This is an optimization exercise on Yosys and OpenROAD, whose aim is small area, not a production implementation.
Only simulation tests tie the RTL to the original design; equivalence was not proved.
Power figures rest on the tool's default switching activity, not on a simulated workload.

===== run.sh =====
#!/bin/bash
# synth_recipe.tcl (not shown) runs the flow's synth.tcl, then flattens the netlist and writes it again
# the make line also repeats each setting of config.mk as NAME=value (left out here)
make -C /OpenROAD-flow-scripts/flow DESIGN_CONFIG=/design/flow/config.mk WORK_HOME=/design/flow/orfs CLKGATE_MAP_FILE= SYNTH_SCRIPT=/design/flow/synth_recipe.tcl finish

===== config.mk =====
export PLATFORM = sky130hd
export DESIGN_NAME = fifo
export DESIGN_NICKNAME = fifo
export VERILOG_FILES = /design/flow/design.v
export SDC_FILE = /design/flow/constraint.sdc
export NUM_CORES = 4
export LEC_CHECK = 0
export CAP_MARGIN = 20
export CORE_MARGIN = 2
export CORE_UTILIZATION = 45
export CTS_BUF_LIST = sky130_fd_sc_hd__clkbuf_8
export CTS_CLUSTER_DIAMETER = 50
export CTS_CLUSTER_SIZE = 16
export SLEW_MARGIN = 20

===== constraint.sdc =====
create_clock -name core_clock -period 10.0 [get_ports {clk}]
set_input_delay 2.0000 -clock core_clock [delete_from_list [all_inputs] [get_ports {clk}]]
set_output_delay 2.0000 -clock core_clock [all_outputs]
set_load 0.01 [all_outputs]

===== design.v =====
module fifo
  #(  
     parameter int SIZE = 1000,
     parameter int T_SIZE = 3,
     parameter int LOG_SIZE = $clog2(SIZE)
     )
   (  
     input logic p2f_irdy,
     input logic [T_SIZE-1:0] data_in,
     output logic f2p_trdy,
     output logic f2c_irdy,
     output logic [T_SIZE-1:0] data_out,
     input logic c2f_trdy,
     input logic clk,
     input logic rst
     );
   localparam int NPOS = 1 << LOG_SIZE;
   logic [SIZE-1:0][T_SIZE-1:0] C;
   logic [T_SIZE-1:0]		L;
   logic			ph;
   logic			lv, lvn;
   logic [LOG_SIZE-1:0]		r;
   logic [LOG_SIZE:0]		cnt;
   logic			full, empty;
   logic			enq, deq;
   assign f2p_trdy = !full;
   assign f2c_irdy = !empty;
   assign enq = p2f_irdy && !full;
   assign deq = c2f_trdy && !empty;
   localparam int LO = 5;
   localparam int NLO = 1 << LO;
   localparam int NHI = NPOS / NLO;
   logic [NPOS-1:0][T_SIZE-1:0] M;
   always_comb begin
      M = '1;
      M[SIZE-1:0] = C;
      M[NPOS-1] = L;
   end
   logic [NLO-1:0]		lo_n;
   logic [NHI-1:0][T_SIZE-1:0] G;
   always_comb begin
      for (int j = 0; j < NHI; j++) begin
	 G[j] = '1;
	 for (int k = 0; k < NLO; k++)
	   G[j] = G[j] & (M[j*NLO+k] | {T_SIZE{lo_n[k]}});
      end
   end
   assign data_out = G[r[LOG_SIZE-1:LO]] ^ {T_SIZE{ph}};
   logic [LOG_SIZE:0]		cnt_n;
   logic [LOG_SIZE-1:0]		r_n;
   assign cnt_n = cnt + enq - deq;
   assign r_n = cnt - 1 - deq;
   always_ff @(posedge clk) begin
      ph <= !ph;
      L <= data_in ^ {T_SIZE{!ph}};
      C <= ~(({C[SIZE-2:0], L} | {SIZE*T_SIZE{lvn}}) & (C | {SIZE*T_SIZE{lv}}));
      if (rst) begin
	 lv <= 1'b0;
	 lvn <= 1'b1;
	 cnt <= 0;
	 r <= '1;
	 lo_n <= ~(NLO'(1) << (NLO-1));
	 full <= 1'b0;
	 empty <= 1'b1;
      end
      else begin
	 lv <= enq;
	 lvn <= !enq;
	 cnt <= cnt_n;
	 r <= r_n;
	 lo_n <= ~(NLO'(1) << r_n[LO-1:0]);
	 full <= (cnt_n == SIZE);
	 empty <= (cnt_n == 0);
      end
   end
endmodule  

==> flow_summary.json, run 1 <==
{
  "status": "finished clean",
  "die-area_sq_um": 224000,
  "num_rows": 172,
  "dr_total_vias": 83700,
  "drtAntennaViolNets": 0,
  "wirelength_microns": 339000,
  "clock_path_buffers": 4,
  "crit_arrival_ns": 6.15,
  "final_area_sq_um": 106000,
  "worst_pin_slew_ns": 1.24,
  "synthFlopType": "dfxtp_1",
  "r2r-start": "lvn",
  "overflow": 0,
  "netlist_instances": 9543,
  "cts_hold_buf": 0,
  "initial_core_util_pct": 45.2,
  "drt_iter0_markers": 11100,
  "htree_levels": 5,
  "endpoint_kind": "primary output",
  "synthTopCellsByCount": "4361 x o22ai_1, 3056 x dfxtp_1, 669 x clkbuf_1",
  "use_met1_pct": 41.4,
  "cts_setup_buffers": 0,
  "async_flop_share_pct": 0,
  "hpwl_microns": 179000,
  "synth-seq-cells": 3056,
  "start_kind": "flip-flop",
  "crit_start": "lo_n[20]",
  "yosysSeqAreaShare_pct": 61.8,
  "rr_worst_depth": 4,
  "use_met3_pct": 5.16,
  "wl_per_cell_microns": 28.3,
  "fp.dieH_microns": 473,
  "track_usage_pct": 28.7,
  "path_max_fanout": 38,
  "gr-usage-met2_pct": 42.5,
  "min_path_type": "flip-flop to flip-flop",
  "core-area_sq_um": 219000,
  "yosysTopAreaCell": "dfxtp_1",
  "synth_top_area_share_pct": 61.8,
  "gp_congestion": 0.852,
  "grt-busiest-layer": "met2",
  "synth.avg_cell_area_sq_um": 10.4,
  "synth_cell_type_count": 45,
  "port_buffers": 11,
  "finalClockSkew_ns": 0.0762,
  "slew_violations": 0,
  "grt_max_degree": 265,
  "drc": 0,
  "fp.dieW_microns": 473,
  "final_nets": 8982,
  "placed_area_sq_um": 100000,
  "ys_warn_count": 1,
  "vias_per_cell": 6.99,
  "r2r-end": "C[611]",
  "cap_violations": 0,
  "num_io_pins": 12,
  "clock_sinks": 3056,
  "synth.most_common_cell": "o22ai_1",
  "synth-edff-count": 0,
  "critPathKind": "flip-flop to primary output",
  "cts-resized-gates": 0,
  "tns_ns": 0,
  "setup_viol": 0,
  "clk_latency_ns": 1.12,
  "cts_tree": "built",
  "min-delay-start": "C[2766]",
  "place_ws_ns": 3.06,
  "fmax_mhz": 123,
  "cts_buffers": 281,
  "syn_nets": 9571,
  "fin_crit_sh_pct": 81.5,
  "grt_pass1_vias": 76800,
  "rsz0062_at_grt": "false",
  "path_clk_slew_ns": 0.10,
  "drive_gt1_share_pct": 6.38,
  "ctsRootBufferMaster": "clkbuf_8",
  "dr.pass1.iters": 6,
  "fin_cells": 12000,
  "fin_crit_ns": 8.15,
  "grt_antenna_before_repair": 12,
  "r2r_slack_ns": 6.38,
  "slew-limit-headroom_pct": 17.7,
  "p_leak_uw": 0.0374,
  "grt_pass1_wl_microns": 498000,
  "fin_ws_ns": 1.85,
  "power_density_nw_per_um2": 295,
  "peakVddDrop_mv": 0.207,
  "synthToLayoutAreaGrowth_pct": 6.78,
  "hold_violations": 0,
  "crit_required_ns": 8.00,
  "synth.area.top_cells": "dfxtp_1 62%, o22ai_1 28%, clkbuf_1 2.5%",
  "placed_cells": 11500,
  "netlist_area_sq_um": 99100,
  "crit_end": "data_out[0]"
}
[power by group]
| part | internal (uW) | switching [uW] |
|---|---|---|
| clock | 3390 | 4400 |
| combinational | 2430 | 3220 |
| sequential | 15000 | 2760 |
| total | 20800 | 10400 |
[per-layer routing]
metal	share of wire, %	up-vias
li1	-	37100
met1	43	41000
met5	0.015	-
met4	4.2	8
met3	9.9	954
met2	43	4619
[worst max-delay path, cell delays in order, from the launching register on]
cell             delay [ns]
dfxtp_4                1.08
buf_4                  0.71
o22ai_1                0.17
nor4_1                 0.34
nand3_1                0.13
nor4_1                 0.62
nor3_1                 0.25
o311ai_1               0.78
xnor2_1                0.27
clkdlybuf4s50_1        0.60
[state kept, by name, summed over array words and instances, names as in the netlist]
signal,cells
empty,1
cnt,11
r,5
C,3000
lo_n,32
lvn,1
lv,1
L,3
full,1
ph,1
[how the worst min path moves through the flow]
stage | to | slack, ns | cells after the start
floorplan | C[2998] | 0.41 | 1
global placement | C[2998] | 0.43 | 1
detailed placement | C[2998] | 0.45 | 1
CTS | C[2847] | 0.42 | 1
global route | C[1625] | 0.44 | 1
finish | C[2769] | 0.42 | 1
[placed cells by master, fill, tap and decap left out, drive strengths merged, types with 18 or more instances in the layout]
cell type	instances
o22ai	4361
dfxtp	3056
nor2	316
clkbuf	307
nor4	216
buf	126
nor3	96
nand4	93
inv	90
o221ai	65
o22a	63
nand2	52
nand3	51
clkinv	37
o21ai	24
xnor2	23
ha	20
bufinv	18
[layout make-up]
type	instances	area, sq um
fill	20100	114000
sequential	3056	61300
multi-input combinational	5455	33600
clock buffer	307	4230
tap	2871	3590
timing repair buffer	137	1590
clock inverter	133	1370
inverter	23	86.3
antenna	3	7.51
[per-stage QoR]
step                      hold WS [ns]  power, uW  util, %
after global routing             0.435      32400     48.2
after detailed placement         0.450      23400     45.7
after global placement           0.429      23300     45.7
after CTS                        0.416      31000     48.2
final                            0.422      31200     48.2
after floorplan                  0.412      20700        -
[kinds of logic (layout without fill, tap and decap cells)]
group	after synthesis	count (layout)	synth area share [%]
other cells	0	3	0
buf+inv	1032	600	4.34
xor+xnor	25	25	0.221
fa+ha+maj	21	21	0.273
flops	3056	3056	61.8
simple gates	865	865	4.39
compound gates	4544	4544	29.0
==> run 2: changes to the inputs <==
--- a/config.mk
+++ b/config.mk
@@ -8,7 +8,4 @@
 export CAP_MARGIN = 20
 export CORE_MARGIN = 2
 export CORE_UTILIZATION = 45
-export CTS_BUF_LIST = sky130_fd_sc_hd__clkbuf_8
-export CTS_CLUSTER_DIAMETER = 50
-export CTS_CLUSTER_SIZE = 16
 export SLEW_MARGIN = 20
==> flow_summary.json, run 2 <==
{
  "p_leak_uw": 0.0397,
  "crit_start": "lo_n[20]",
  "synth.area.top_cells": "dfxtp_1 62%, o22ai_1 28%, clkbuf_1 2.5%",
  "port_buffers": 11,
  "cts_buffers": 320,
  "start_kind": "flip-flop",
  "r2r-start": "lvn",
  "cts-resized-gates": 0,
  "drc": 0,
  "path_max_fanout": 38,
  "layout_common_cells": "4361 x o22ai_1, 3020 x dfxtp_1, 326 x clkbuf_16",
  "rsz0062_at_grt": "false",
  "largest_register_ffs": 3000,
  "finish.utilization_pct": 50.5,
  "r2r-end": "C[2400]",
  "layout_commonest_cell": "o22ai_1",
  "worst_pin_slew_ns": 1.20,
  "rr_worst_depth": 4,
  "synth-simple-area-share_pct": 4.39,
  "fp.dieH_microns": 473,
  "track_usage_pct": 28.9,
  "syn_nets": 9571,
  "drive_gt1_share_pct": 7.16,
  "peakVddDrop_mv": 0.249,
  "crit_end": "data_out[0]",
  "path_clk_slew_ns": 0.06,
  "slew-limit-headroom_pct": 20.1,
  "slew_violations": 0,
  "ys_warn_count": 1,
  "crit_required_ns": 8.00,
  "min_path_type": "flip-flop to flip-flop",
  "netlist_area_sq_um": 99100,
  "clock_path_buffers": 4,
  "cts_hold_buf": 0,
  "grt_pass1_wl_microns": 501000,
  "clockPowerShare_pct": 34.0,
  "yosysSeqAreaShare_pct": 61.8,
  "power_density_nw_per_um2": 321,
  "place_ws_ns": 3.06,
  "critPathKind": "flip-flop to primary output",
  "placed_area_sq_um": 100000,
  "cts_tree": "built",
  "internal-power_uw": 24700,
  "endpoint_kind": "primary output",
  "p_switching_uw": 10900,
  "final_nets": 9022,
  "synth-xor-area-share_pct": 0.221,
  "synth-edff-count": 0,
  "cap_violations": 0,
  "fmax_mhz": 126,
  "muxShareOfSynthArea_pct": 0,
  "clk_latency_ns": 0.95,
  "dr.pass1.iters": 6,
  "synth-seq-cells": 3056,
  "crit_arrival_ns": 5.94,
  "switching_share_pct": 30.6,
  "tns_ns": 0,
  "status": "finished clean",
  "async_flop_share_pct": 0,
  "synth_cell_type_count": 45,
  "grt_antenna_before_repair": 11,
  "synth_top_family_by_area": "compound AO/OA/AOI/OAI gates",
  "initial_core_util_pct": 45.2,
  "hold_depth": 1,
  "grt_max_degree": 265,
  "cts_setup_buffers": 0,
  "wirelength_microns": 341000,
  "clock_sinks": 3056,
  "synth.most_common_cell": "o22ai_1",
  "wl_per_cell_microns": 28.2,
  "hold_violations": 0,
  "seqPwrFrac_pct": 50.0,
  "fin_crit_sh_pct": 79.4,
  "synthToLayoutAreaGrowth_pct": 11.9,
  "netlist_instances": 9543,
  "synth-compound-area-share_pct": 29.0,
  "yosysTopAreaCell": "dfxtp_1",
  "htree_levels": 5,
  "finalClockSkew_ns": 0.0735,
  "drt_iter0_markers": 11000,
  "num_io_pins": 12,
  "top_register": "C",
  "synth-adder-area-share_pct": 0.273,
  "gp_congestion": 0.852,
  "fin_hold_ws_ns": 0.423,
  "synthTopCellsByCount": "4361 x o22ai_1, 3056 x dfxtp_1, 669 x clkbuf_1",
  "ctsRootBufferMaster": "clkbuf_16",
  "fp.dieW_microns": 473,
  "fin_ws_ns": 2.06,
  "setup_viol": 0,
  "r2r_slack_ns": 6.44,
  "drtAntennaViolNets": 0,
  "fin_crit_ns": 7.94,
  "synth_top_area_share_pct": 61.8,
  "hpwl_microns": 179000,
  "synth.avg_cell_area_sq_um": 10.4,
  "combPwrFrac_pct": 16.0,
  "overflow": 0,
  "vias_per_cell": 6.98,
  "die-area_sq_um": 224000,
  "synthFlopType": "dfxtp_1",
  "final_area_sq_um": 111000,
  "core-area_sq_um": 219000,
  "dr_total_vias": 84500,
  "grt_pass1_vias": 77300,
  "reg_top3": "C (3000), lo_n (32), cnt (11)",
  "num_rows": 172
}
[run 2: cell counts after synthesis]
Identical to the previous run, type by type.
[run 2: cell families (layout without fill, tap and decap cells)]
kind of cell,after synthesis,count (layout)
AO/OA/AOI/OAI,4544,4544
XOR/XNOR,25,25
adder cells (fa/ha/maj),21,21
buffers and inverters,1032,716
flip-flops,3056,3056
other,0,4
AND/OR/NAND/NOR,865,865
[run 2: how the worst min path moves through the flow]
stage | to | start
floorplan | C[2998] | C[2998]
global placement | C[2998] | C[2998]
detailed placement | C[2998] | C[2998]
CTS | C[954] | C[951]
global route | C[1525] | C[1522]
finish | C[921] | C[918]
[run 2: power groups by stage]
stage | sequential, uW | clock (uW) | combinational (uW)
finish | 17800 | 12100 | 5670
global route | 18100 | 12700 | 6010
CTS | 17700 | 12200 | 5530
detailed placement | 17900 | 0 | 5520
global placement | 17900 | 0 | 5380
floorplan | 16800 | 0 | 3940
[run 2: per-stage QoR]
step                      power, uW  instances
final                         35500      12100
after floorplan               20700       9543
after global routing          36800      12100
after CTS                     35400      12100
after global placement        23300      11500
after detailed placement      23400      11500
[run 2: area by class of cell]
type                            instances  area [sq um]
Timing Repair Buffer                  138          1620
Inverter                               23          86.3
Clock buffer                          450          9240
Clock inverter                        105          1350
Sequential cell                      3056         61300
Multi-Input combinational cell       5455         33600
Fill cell                           19500        108000
Tap cell                             2871          3590
Antenna cell                            4          10.0
[run 2: metal layers]
metal | vias up | global-route usage [%] | wire length, microns
met5 | - | 0 | 52
met4 | 8 | 11.2 | 14600
met3 | 1005 | 5.33 | 35300
met2 | 4809 | 42.7 | 146000
met1 | 41300 | 41.6 | 145000
li1 | 37400 | - | -
[run 2: critical path: stages, from the launching register on]
cell             delay [ns]
dfxtp_4                1.05
buf_4                  0.70
o22ai_1                0.17
nor4_1                 0.34
nand3_1                0.13
nor4_1                 0.64
nor3_1                 0.25
o311ai_1               0.75
xnor2_1                0.28
clkdlybuf4s50_1        0.60
==> run 3: changes to the inputs <==
==> config.mk (replaced) <==
export PLATFORM = sky130hd
export DESIGN_NAME = fifo
export DESIGN_NICKNAME = fifo
export VERILOG_FILES = /design/flow/design.v
export SDC_FILE = /design/flow/constraint.sdc
export NUM_CORES = 4
export LEC_CHECK = 0
export CAP_MARGIN = 10
export CORE_MARGIN = 2
export CORE_UTILIZATION = 60
export CTS_BUF_LIST = sky130_fd_sc_hd__clkbuf_8
export CTS_CLUSTER_DIAMETER = 60
export CTS_CLUSTER_SIZE = 18
export SLEW_MARGIN = 10
==> flow_summary.json, run 3 <==
{
  "status": "finished clean",
  "clock_path_buffers": 3,
  "cts_setup_buffers": 0,
  "num_io_pins": 12,
  "min-delay-start": "C[2039]",
  "initial_core_util_pct": 60.2,
  "rr_worst_depth": 4,
  "cp_slowest_stage_delay_ns": 1.01,
  "netlist_area_sq_um": 99100,
  "crit_buf_inv": 2,
  "htree_levels": 4,
  "vias_per_cell": 7.41,
  "path_clk_slew_ns": 0.11,
  "p_switching_uw": 9720,
  "cts-resized-gates": 0,
  "top_register": "C",
  "finalClockSkew_ns": 0.0414,
  "rsz0062_at_grt": "false",
  "yosysTopAreaCell": "dfxtp_1",
  "worst_pin_slew_ns": 1.19,
  "r2r_slack_ns": 6.31,
  "synth.most_common_cell": "o22ai_1",
  "crit_arrival_ns": 6.15,
  "dr_total_vias": 82600,
  "peakVddDrop_mv": 0.262,
  "synth-edff-count": 0,
  "fp.dieH_microns": 410,
  "place_ws_ns": 3.20,
  "crit_top_cell": "nand3_1",
  "clk_latency_ns": 1.02,
  "drtAntennaViolNets": 0,
  "port_buffers": 11,
  "reg_top3": "C (3000), lo_n (32), cnt (11)",
  "drc": 0,
  "ctsRootBufferMaster": "clkbuf_8",
  "drt_iter0_markers": 11200,
  "layout_commonest_cell": "o22ai_1",
  "synth.area.top_cells": "dfxtp_1 62%, o22ai_1 28%, clkbuf_1 2.5%",
  "start_kind": "flip-flop",
  "switching_share_pct": 33.2,
  "async_flop_share_pct": 0,
  "final_nets": 8896,
  "grt_pass1_vias": 75500,
  "cts_hold_buf": 0,
  "fp.dieW_microns": 410,
  "min_to": "C[2042]",
  "internal-power_uw": 19600,
  "grt_antenna_before_repair": 5,
  "ys_warn_count": 1,
  "endpoint_kind": "primary output",
  "fillers": 13700,
  "clockPowerShare_pct": 20.4,
  "synth_top_area_share_pct": 61.8,
  "wl_per_cell_microns": 29.4,
  "gp_congestion": 0.871,
  "fmax_mhz": 123,
  "tns_ns": 0,
  "synth_cell_type_count": 45,
  "synth.avg_cell_area_sq_um": 10.4,
  "clock_sinks": 3056,
  "yosysSeqAreaShare_pct": 61.8,
  "cts_buffers": 196,
  "syn_nets": 9571,
  "cpLargestDelayFamily": "compound AO/OA/AOI/OAI gates",
  "r2r-end": "C[2260]",
  "hold_violations": 0,
  "synthTopCellsByCount": "4361 x o22ai_1, 3056 x dfxtp_1, 669 x clkbuf_1",
  "seqPwrFrac_pct": 60.4,
  "grt_pass1_wl_microns": 484000,
  "critPathKind": "flip-flop to primary output",
  "fin_crit_ns": 8.15,
  "min_path_type": "flip-flop to flip-flop",
  "path_max_fanout": 32,
  "setup_viol": 0,
  "synthFlopType": "dfxtp_1",
  "crit_path_top_delay_cell": "dfxtp_4",
  "netlist_instances": 9543,
  "track_usage_pct": 37.1,
  "drive_gt1_share_pct": 4.64,
  "hold_depth": 1,
  "r2r-start": "lv",
  "path_depth": 10,
  "p_leak_uw": 0.0363,
  "die-area_sq_um": 168000,
  "core-area_sq_um": 164000,
  "cap_violations": 0,
  "cts_tree": "built",
  "cp_cell_sequence": "buf_4 > o22ai_1 > nor2_1 > nand3_1 > o41ai_1 > o221ai_1 > nand3_1 > nor3_1 > xnor2_1 > clkdlybuf4s50_1",
  "num_rows": 149,
  "largest_register_ffs": 3000,
  "slew_violations": 0,
  "wirelength_microns": 328000,
  "combPwrFrac_pct": 19.1,
  "overflow": 0,
  "slew-limit-headroom_pct": 20.9,
  "fin_crit_sh_pct": 81.5,
  "crit_required_ns": 8.00,
  "synth-seq-cells": 3056,
  "power_density_nw_per_um2": 285,
  "grt_max_degree": 254,
  "layout_common_cells": "4361 x o22ai_1, 3020 x dfxtp_1, 315 x nor2_1",
  "synthToLayoutAreaGrowth_pct": 3.77,
  "fin_ws_ns": 1.85,
  "hpwl_microns": 176000,
  "dr.pass1.iters": 7
}
[run 3: cell counts after synthesis]
Identical to the previous run, type by type.
[run 3: how the worst max path moves through the flow]
stage | end | from
2_1_floorplan | full | c2f_trdy
3_3_place_gp | data_out[1] | lo_n[20]
3_5_place_dp | data_out[1] | lo_n[20]
4_1_cts | data_out[1] | lo_n[8]
5_1_grt | data_out[1] | lo_n[8]
6_report | data_out[1] | lo_n[17]
[run 3: cell type report]
type | count | area, sq um | area share [%]
inverter | 23 | 86.3 | 0.0840
multi-input combinational | 5455 | 33600 | 32.7
clock buffer | 221 | 3040 | 2.96
sequential | 3056 | 61300 | 59.6
tap | 2189 | 2740 | 2.66
antenna | 9 | 22.5 | 0.0219
timing repair buffer | 136 | 1590 | 1.54
clock inverter | 49 | 414 | 0.403
[run 3: cell families after synthesis]
kind of cell,synth area share (%)
buffers and inverters,4.34
DFF,61.8
xor gates and xnor gates,0.221
AOI/OAI and AO/OA,29.0
adders and majority gates,0.273
and+or+nand+nor,4.39
[run 3: power by group through the flow]
stage,combinational (uW),sequential (uW),clock (uW)
2_1_floorplan,3940,16800,0
3_3_place_gp,5310,17900,0
3_5_place_dp,5440,17900,0
4_1_cts,5450,17600,6020
5_1_grt,5950,18000,6460
6_report,5600,17700,5990
[run 3: stage by stage]
step,power [uW],utilization (%),instances,hold WS [ns],cell area (sq um)
final,29300,62.5,11100,0.444,103000
after detailed placement,23300,60.4,10900,0.438,99300
after global routing,30400,62.5,11100,0.464,103000
after floorplan,20700,-,9543,0.412,99100
after CTS,29100,62.5,11100,0.454,103000
after global placement,23200,60.4,10900,0.424,99300
[run 3: layer usage]
metal / up-vias / track usage [%] / share of wire [%]
li1: 36900 / - / -
met1: 40100 / 52.0 / 41
met2: 4554 / 55.3 / 43
met3: 1019 / 7.89 / 11
met4: 4 / 16.5 / 5.1
met5: - / 0 / 0.0082
==> run 4: changes to the inputs <==
==> flow/run.sh (new file) <==
#!/bin/bash
# The standard layout, except that clock tree synthesis builds the tree from
# clkbuf_8 buffers, each driving a cluster of at most 18 flip-flops within
# 60 um, and inserts no dummy loads.
set -euo pipefail
cd "$(dirname "$0")/.."
cat >> config.mk <<'EOF'
export CTS_ARGS = -sink_clustering_enable -repair_clock_nets -sink_clustering_size 18 -sink_clustering_max_diameter 60 -buf_list sky130_fd_sc_hd__clkbuf_8 -dont_use_dummy_load
EOF
bash standard.sh finish > standard_flow.log 2>&1
==> standard.sh (new file) <==
#!/bin/bash
# synth_recipe.tcl (not shown) runs the flow's synth.tcl, then flattens the netlist and writes it again
# the make line also repeats each setting of config.mk as NAME=value (left out here)
make -C /OpenROAD-flow-scripts/flow DESIGN_CONFIG=/design/flow/config.mk WORK_HOME=/design/flow/orfs CLKGATE_MAP_FILE= SYNTH_SCRIPT=/design/flow/synth_recipe.tcl "${@:-finish}"
==> config.mk (replaced) <==
export PLATFORM = sky130hd
export DESIGN_NAME = fifo
export DESIGN_NICKNAME = fifo
export VERILOG_FILES = /design/flow/design.v
export SDC_FILE = /design/flow/constraint.sdc
export NUM_CORES = 4
export LEC_CHECK = 0
export CAP_MARGIN = 20
export CORE_MARGIN = 2
export CORE_UTILIZATION = 60
export SLEW_MARGIN = 20
export CTS_ARGS = -sink_clustering_enable -repair_clock_nets -sink_clustering_size 18 -sink_clustering_max_diameter 60 -buf_list sky130_fd_sc_hd__clkbuf_8 -dont_use_dummy_load
removed: run.sh
==> flow_summary.json, run 4 <==
{
  "status": "finished clean",
  "clockPowerShare_pct": 18.9,
  "yosysSeqAreaShare_pct": 61.8,
  "drc": 0,
  "num_io_pins": 12,
  "vias_per_cell": 7.47,
  "final_area_sq_um": 102000,
  "placed_area_sq_um": 99300,
  "synth.avg_cell_area_sq_um": 10.4,
  "seqPwrFrac_pct": 61.6,
  "wl_per_cell_microns": 29.6,
  "gr-usage-met2_pct": 55.3,
  "crit_arrival_ns": 6.14,
  "clock_sinks": 3056,
  "yosysTopAreaCell": "dfxtp_1",
  "slew_violations": 0,
  "worst_pin_slew_ns": 1.20,
  "slew-limit-headroom_pct": 19.7,
  "internal-power_uw": 19200,
  "fin_ws_ns": 1.86,
  "gp_congestion": 0.871,
  "port_buffers": 11,
  "hold_violations": 0,
  "fin_hold_ws_ns": 0.432,
  "cts_buffers": 196,
  "synth-seq-cells": 3056,
  "hpwl_microns": 176000,
  "cts_hold_buf": 0,
  "ctsRootBufferMaster": "clkbuf_8",
  "dr_total_vias": 82600,
  "rsz0062_at_grt": "false",
  "core-area_sq_um": 164000,
  "p_switching_uw": 9570,
  "crit_required_ns": 8.00,
  "cts-resized-gates": 0,
  "grt-busiest-layer": "met2",
  "use_met1_pct": 52.1,
  "layout_commonest_cell": "o22ai_1",
  "clk_latency_ns": 1.00,
  "dr.pass1.iters": 6,
  "fin_crit_ns": 8.14,
  "drive_gt1_share_pct": 4.11,
  "synthFlopType": "dfxtp_1",
  "fp.dieH_microns": 410,
  "cts_tree": "built",
  "syn_nets": 9571,
  "cts_setup_buffers": 0,
  "netlist_area_sq_um": 99100,
  "drt_iter0_markers": 11000,
  "fp.dieW_microns": 410,
  "top_register": "C",
  "clock_path_buffers": 3,
  "synth_cell_type_count": 45,
  "synth.area.top_cells": "dfxtp_1 62%, o22ai_1 28%, clkbuf_1 2.5%",
  "finalPower_uw": 28700,
  "path_clk_slew_ns": 0.11,
  "tns_ns": 0,
  "cap_violations": 0,
  "synthTopCellsByCount": "4361 x o22ai_1, 3056 x dfxtp_1, 669 x clkbuf_1",
  "power_density_nw_per_um2": 282,
  "fin_crit_sh_pct": 81.4,
  "reg_top3": "C (3000), lo_n (32), cnt (11)",
  "async_flop_share_pct": 0,
  "grt_antenna_before_repair": 4,
  "combPwrFrac_pct": 19.5,
  "overflow": 0,
  "setup_viol": 0,
  "use_met3_pct": 7.61,
  "fmax_mhz": 123,
  "wirelength_microns": 327000,
  "netlist_instances": 9543,
  "final_nets": 8896,
  "synth_top_area_share_pct": 61.8,
  "finalClockSkew_ns": 0.0656,
  "htree_levels": 4,
  "grt_max_degree": 254,
  "ys_warn_count": 1,
  "initial_core_util_pct": 60.2,
  "synth-edff-count": 0,
  "path_max_fanout": 35,
  "largest_register_ffs": 3000,
  "switching_share_pct": 33.3,
  "min_path_type": "flip-flop to flip-flop",
  "peakVddDrop_mv": 0.251,
  "num_rows": 149,
  "grt_pass1_vias": 75300,
  "grt_pass1_wl_microns": 483000,
  "p_leak_uw": 0.0359,
  "start_kind": "flip-flop",
  "layout_common_cells": "4361 x o22ai_1, 3020 x dfxtp_1, 315 x nor2_1",
  "critPathKind": "flip-flop to primary output",
  "die-area_sq_um": 168000,
  "drtAntennaViolNets": 0,
  "synth.most_common_cell": "o22ai_1",
  "endpoint_kind": "primary output",
  "place_ws_ns": 3.20,
  "track_usage_pct": 37.1,
  "synthToLayoutAreaGrowth_pct": 3.00
}
==> run 4: cell counts after synthesis <==
No cell type changed its count.
==> run 4: worst max-delay path, stage by stage, from the launching register on <==
cell	delay, ns
dfxtp_4	0.96
buf_4	0.66
o22ai_1	0.15
nor4_1	0.24
nand3_1	0.16
o41ai_1	0.61
o221ai_1	0.63
nand3_1	0.64
nor3_1	0.26
xnor2_1	0.21
clkdlybuf4s50_1	0.57
==> run 4: cells by family after synthesis <==
| family | synth area share (%) |
|---|---|
| buffers and inverters | 4.34 |
| xor gates and xnor gates | 0.221 |
| adders and majority gates | 0.273 |
| AOI/OAI and AO/OA | 29.0 |
| DFF | 61.8 |
| and+or+nand+nor | 4.39 |
==> run 4: stage by stage <==
step / utilization (%) / cells
6_report: 62.1 / 11100
5_1_grt: 62.0 / 11100
4_1_cts: 62.0 / 11100
3_5_place_dp: 60.4 / 10900
3_3_place_gp: 60.4 / 10900
2_1_floorplan: - / 9543
==> run 4: routing by layer <==
metal / routed length [microns] / part of all wire [%]
met5: 28 / 0.0086
met1: 134000 / 41
met2: 141000 / 43
met4: 16900 / 5.2
met3: 35100 / 11
==> run 4: cell type report <==
| type | count | area [sq um] |
|---|---|---|
| multi-input combinational | 5455 | 33600 |
| inverter | 23 | 86.3 |
| fill | 13800 | 62400 |
| sequential | 3056 | 61300 |
| tap | 2189 | 2740 |
| timing repair buffer | 136 | 1590 |
| antenna | 4 | 10.0 |
| clock buffer | 196 | 2700 |
==> run 4: worst paths after layout <==
kind,endpoint,slack (ns),cells after the start,startpoint
setup / recovery,data_out[1],1.86,10,lo_n[8]
hold / removal,C[1714],0.43,1,C[1711]
setup reg to reg,C[2260],6.28,4,lv
hold reg to reg,C[1714],0.43,1,C[1711]
==> run 4: power groups by stage <==
stage	Clock [uW]	Combinational (uW)	Sequential, uW
floorplan	0	3940	16800
global placement	0	5310	17900
detailed placement	0	5440	17900
CTS	5470	5450	17600
global route	5900	5960	18000
finish	5430	5610	17700
==> run 5: changes to the inputs <==
==> flow/run.sh (replaced) <==
#!/bin/bash
# The standard layout, except that clock tree synthesis builds the tree from
# clkbuf_8 buffers, each driving a cluster of at most 18 flip-flops within
# 50 um, and inserts no dummy loads.
set -euo pipefail
cd "$(dirname "$0")/.."
cat >> config.mk <<'EOF'
export CTS_ARGS = -sink_clustering_enable -repair_clock_nets -sink_clustering_size 18 -sink_clustering_max_diameter 50 -buf_list sky130_fd_sc_hd__clkbuf_8 -dont_use_dummy_load
EOF
bash standard.sh finish > standard_flow.log 2>&1
==> config.mk (replaced) <==
export PLATFORM = sky130hd
export DESIGN_NAME = fifo
export DESIGN_NICKNAME = fifo
export VERILOG_FILES = /design/flow/design.v
export SDC_FILE = /design/flow/constraint.sdc
export NUM_CORES = 4
export LEC_CHECK = 0
export CAP_MARGIN = 20
export CORE_MARGIN = 2
export CORE_UTILIZATION = 70
export SLEW_MARGIN = 20
export CTS_ARGS = -sink_clustering_enable -repair_clock_nets -sink_clustering_size 18 -sink_clustering_max_diameter 50 -buf_list sky130_fd_sc_hd__clkbuf_8 -dont_use_dummy_load
==> flow_summary.json, run 5 <==
{
  "crit_start": "lo_n[7]",
  "die-area_sq_um": 145000,
  "rr_worst_depth": 4,
  "cts-resized-gates": 0,
  "r2r-start": "lvn",
  "crit_end": "data_out[1]",
  "hold_violations": 0,
  "combPwrFrac_pct": 19.6,
  "start_kind": "flip-flop",
  "regArea_sq_um": 61300,
  "multi_input_area_sq_um": 33600,
  "grt-busiest-layer": "met2",
  "initial_core_util_pct": 70.2,
  "layout_commonest_cell": "o22ai_1",
  "synth.most_common_cell": "o22ai_1",
  "rsz0062_at_grt": "false",
  "synth_cell_type_count": 45,
  "overflow": 0,
  "top_register": "C",
  "synth-edff-count": 0,
  "grt_pass1_vias": 76000,
  "gr-usage-met2_pct": 60.4,
  "seqPwrFrac_pct": 61.2,
  "cap_violations": 0,
  "grt_max_degree": 262,
  "fp.dieH_microns": 380,
  "vias_per_cell": 7.77,
  "worst_pin_slew_ns": 1.29,
  "fin_crit_sh_pct": 77.3,
  "status": "finished clean",
  "wirelength_microns": 314000,
  "reg_top3": "C (3000), lo_n (32), cnt (11)",
  "use_met1_pct": 58.4,
  "crit_arrival_ns": 5.73,
  "num_rows": 138,
  "drc": 0,
  "min_path_type": "flip-flop to flip-flop",
  "cts_setup_buffers": 0,
  "port_buffers": 11,
  "num_io_pins": 12,
  "cts_tree": "built",
  "tns_ns": 0,
  "p_leak_uw": 0.0359,
  "yosysTopAreaCell": "dfxtp_1",
  "p_switching_uw": 9480,
  "wl_per_cell_microns": 29.2,
  "critPathKind": "flip-flop to primary output",
  "layout_common_cells": "4361 x o22ai_1, 3020 x dfxtp_1, 315 x nor2_1",
  "synth.avg_cell_area_sq_um": 10.4,
  "synthTopCellsByCount": "4361 x o22ai_1, 3056 x dfxtp_1, 669 x clkbuf_1",
  "clockPowerShare_pct": 19.2,
  "ys_warn_count": 1,
  "fin_ws_ns": 2.27,
  "grt_pass1_wl_microns": 468000,
  "syn_nets": 9571,
  "finish.utilization_pct": 72.2,
  "largest_register_ffs": 3000,
  "use_met3_pct": 8.90,
  "crit_required_ns": 8.00,
  "r2r_slack_ns": 6.71,
  "path_clk_slew_ns": 0.11,
  "switching_share_pct": 33.0,
  "synthToLayoutAreaGrowth_pct": 2.79,
  "track_usage_pct": 41.4,
  "finalClockSkew_ns": 0.0702,
  "fillers": 10600,
  "synthFlopType": "dfxtp_1",
  "place_ws_ns": 3.56,
  "peakVddDrop_mv": 0.253,
  "drtAntennaViolNets": 0,
  "core-area_sq_um": 141000,
  "gp_congestion": 0.875,
  "endpoint_kind": "primary output",
  "clock_sinks": 3056,
  "grt_antenna_before_repair": 7,
  "slew-limit-headroom_pct": 13.9,
  "fmax_mhz": 129,
  "fin_crit_ns": 7.73,
  "netlist_instances": 9543,
  "slew_violations": 0,
  "async_flop_share_pct": 0,
  "dr_total_vias": 83700,
  "htree_levels": 4,
  "synth.area.top_cells": "dfxtp_1 62%, o22ai_1 28%, clkbuf_1 2.5%",
  "final_nets": 8901,
  "clock_path_buffers": 3,
  "synth_top_area_share_pct": 61.8,
  "yosysSeqAreaShare_pct": 61.8,
  "clk_latency_ns": 0.97,
  "path_max_fanout": 72,
  "ctsRootBufferMaster": "clkbuf_8",
  "r2r-end": "C[1521]",
  "cts_hold_buf": 0,
  "power_density_nw_per_um2": 282,
  "dr.pass1.iters": 7,
  "internal-power_uw": 19300,
  "drt_iter0_markers": 11500,
  "netlist_area_sq_um": 99100,
  "cts_buffers": 207,
  "drive_gt1_share_pct": 4.14,
  "synth-seq-cells": 3056,
  "hpwl_microns": 169000,
  "fp.dieW_microns": 380,
  "setup_viol": 0
}
-- run 5: cell counts after synthesis --
No cell type changed its count.
-- run 5: critical path: stages, from the launching register on --
cell             delay (ns)
dfxtp_4                0.86
buf_12                 0.66
o22a_1                 0.26
o221ai_1               0.11
o41ai_1                0.80
o221ai_1               0.48
nand3_1                0.45
nor3_1                 0.22
xnor2_1                0.22
clkdlybuf4s50_1        0.56
-- run 5: per-layer routing --
layer	part of all wire [%]	vias up
met5	0.0086	-
met3	13	1284
li1	-	36800
met2	42	5614
met4	6.0	4
met1	39	40000
-- run 5: cells by family after synthesis --
family | share of synthesized area (%)
xor gates and xnor gates | 0.221
and+or+nand+nor | 4.39
AOI/OAI and AO/OA | 29.0
buffers and inverters | 4.34
DFF | 61.8
adders and majority gates | 0.273
-- run 5: final cells by class --
class	count	area share (%)
flip-flops and latches	3056	60.2
clock buffers	207	2.80
diodes	2	0.00492
inverters	23	0.0848
well taps	1890	2.32
repair buffers	130	1.59
multi-input cells	5455	33.0
-- run 5: how the worst min path moves through the flow --
stage / start / to / slack, ns / cells after the start
3_5_place_dp: C[2998] / C[2998] / 0.44 / 1
3_3_place_gp: C[2998] / C[2998] / 0.43 / 1
2_1_floorplan: C[2998] / C[2998] / 0.41 / 1
5_1_grt: C[423] / C[426] / 0.45 / 1
4_1_cts: C[2890] / C[2893] / 0.42 / 1
6_report: C[2890] / C[2893] / 0.41 / 1
-- run 5: power groups by stage --
| stage | Sequential [uW] | Clock (uW) | Combinational, uW |
|---|---|---|---|
| floorplan | 16800 | 0 | 3940 |
| global placement | 17700 | 0 | 5260 |
| detailed placement | 17800 | 0 | 5430 |
| CTS | 17500 | 5500 | 5440 |
| global route | 17900 | 5930 | 5940 |
| finish | 17600 | 5510 | 5630 |
-- run 5: per-stage QoR --
stage	total power (uW)	hold WS (ns)	instances	instance area [sq um]
detailed placement	23200	0.438	10600	98900
CTS	28400	0.423	10800	102000
global placement	23000	0.426	10600	98900
finish	28700	0.413	10800	102000
floorplan	20700	0.412	9543	99100
global route	29800	0.453	10800	102000

==> separate check: timing with driven ports <==
The results above use ideal ports. As a check the final layouts listed here were re-extracted and re-timed, cells and wires unchanged.
Step 1 sets driving cells, clkbuf_16 on the clock port and buf_2 on the other inputs (assumed; they add their load-dependent delay and slew).
Step 2 times the ports against the registers' clock, not the clock port: input delays grow and output delays shrink by t, the midpoint of the rising clock arrivals with the driver on.
Slacks: ideal ports / drivers / drivers and shift; pairs: ideal ports / drivers.
run	shift t [ns]	setup slack, ns	worst setup path after step 2	latest minus earliest clock arrival (ns)
run 1	1.148	1.853 / 1.767 / 2.916	register to output	0.111 / 0.111
run 2	1.013	2.059 / 1.965 / 2.978	register to output	0.086 / 0.086
run 3	1.082	1.852 / 1.771 / 2.852	register to output	0.056 / 0.057
run 4	1.050	1.860 / 1.778 / 2.829	register to output	0.094 / 0.095
run 5	1.020	2.267 / 2.190 / 3.210	register to output	0.088 / 0.087
After both steps setup and hold are still met in every run listed.
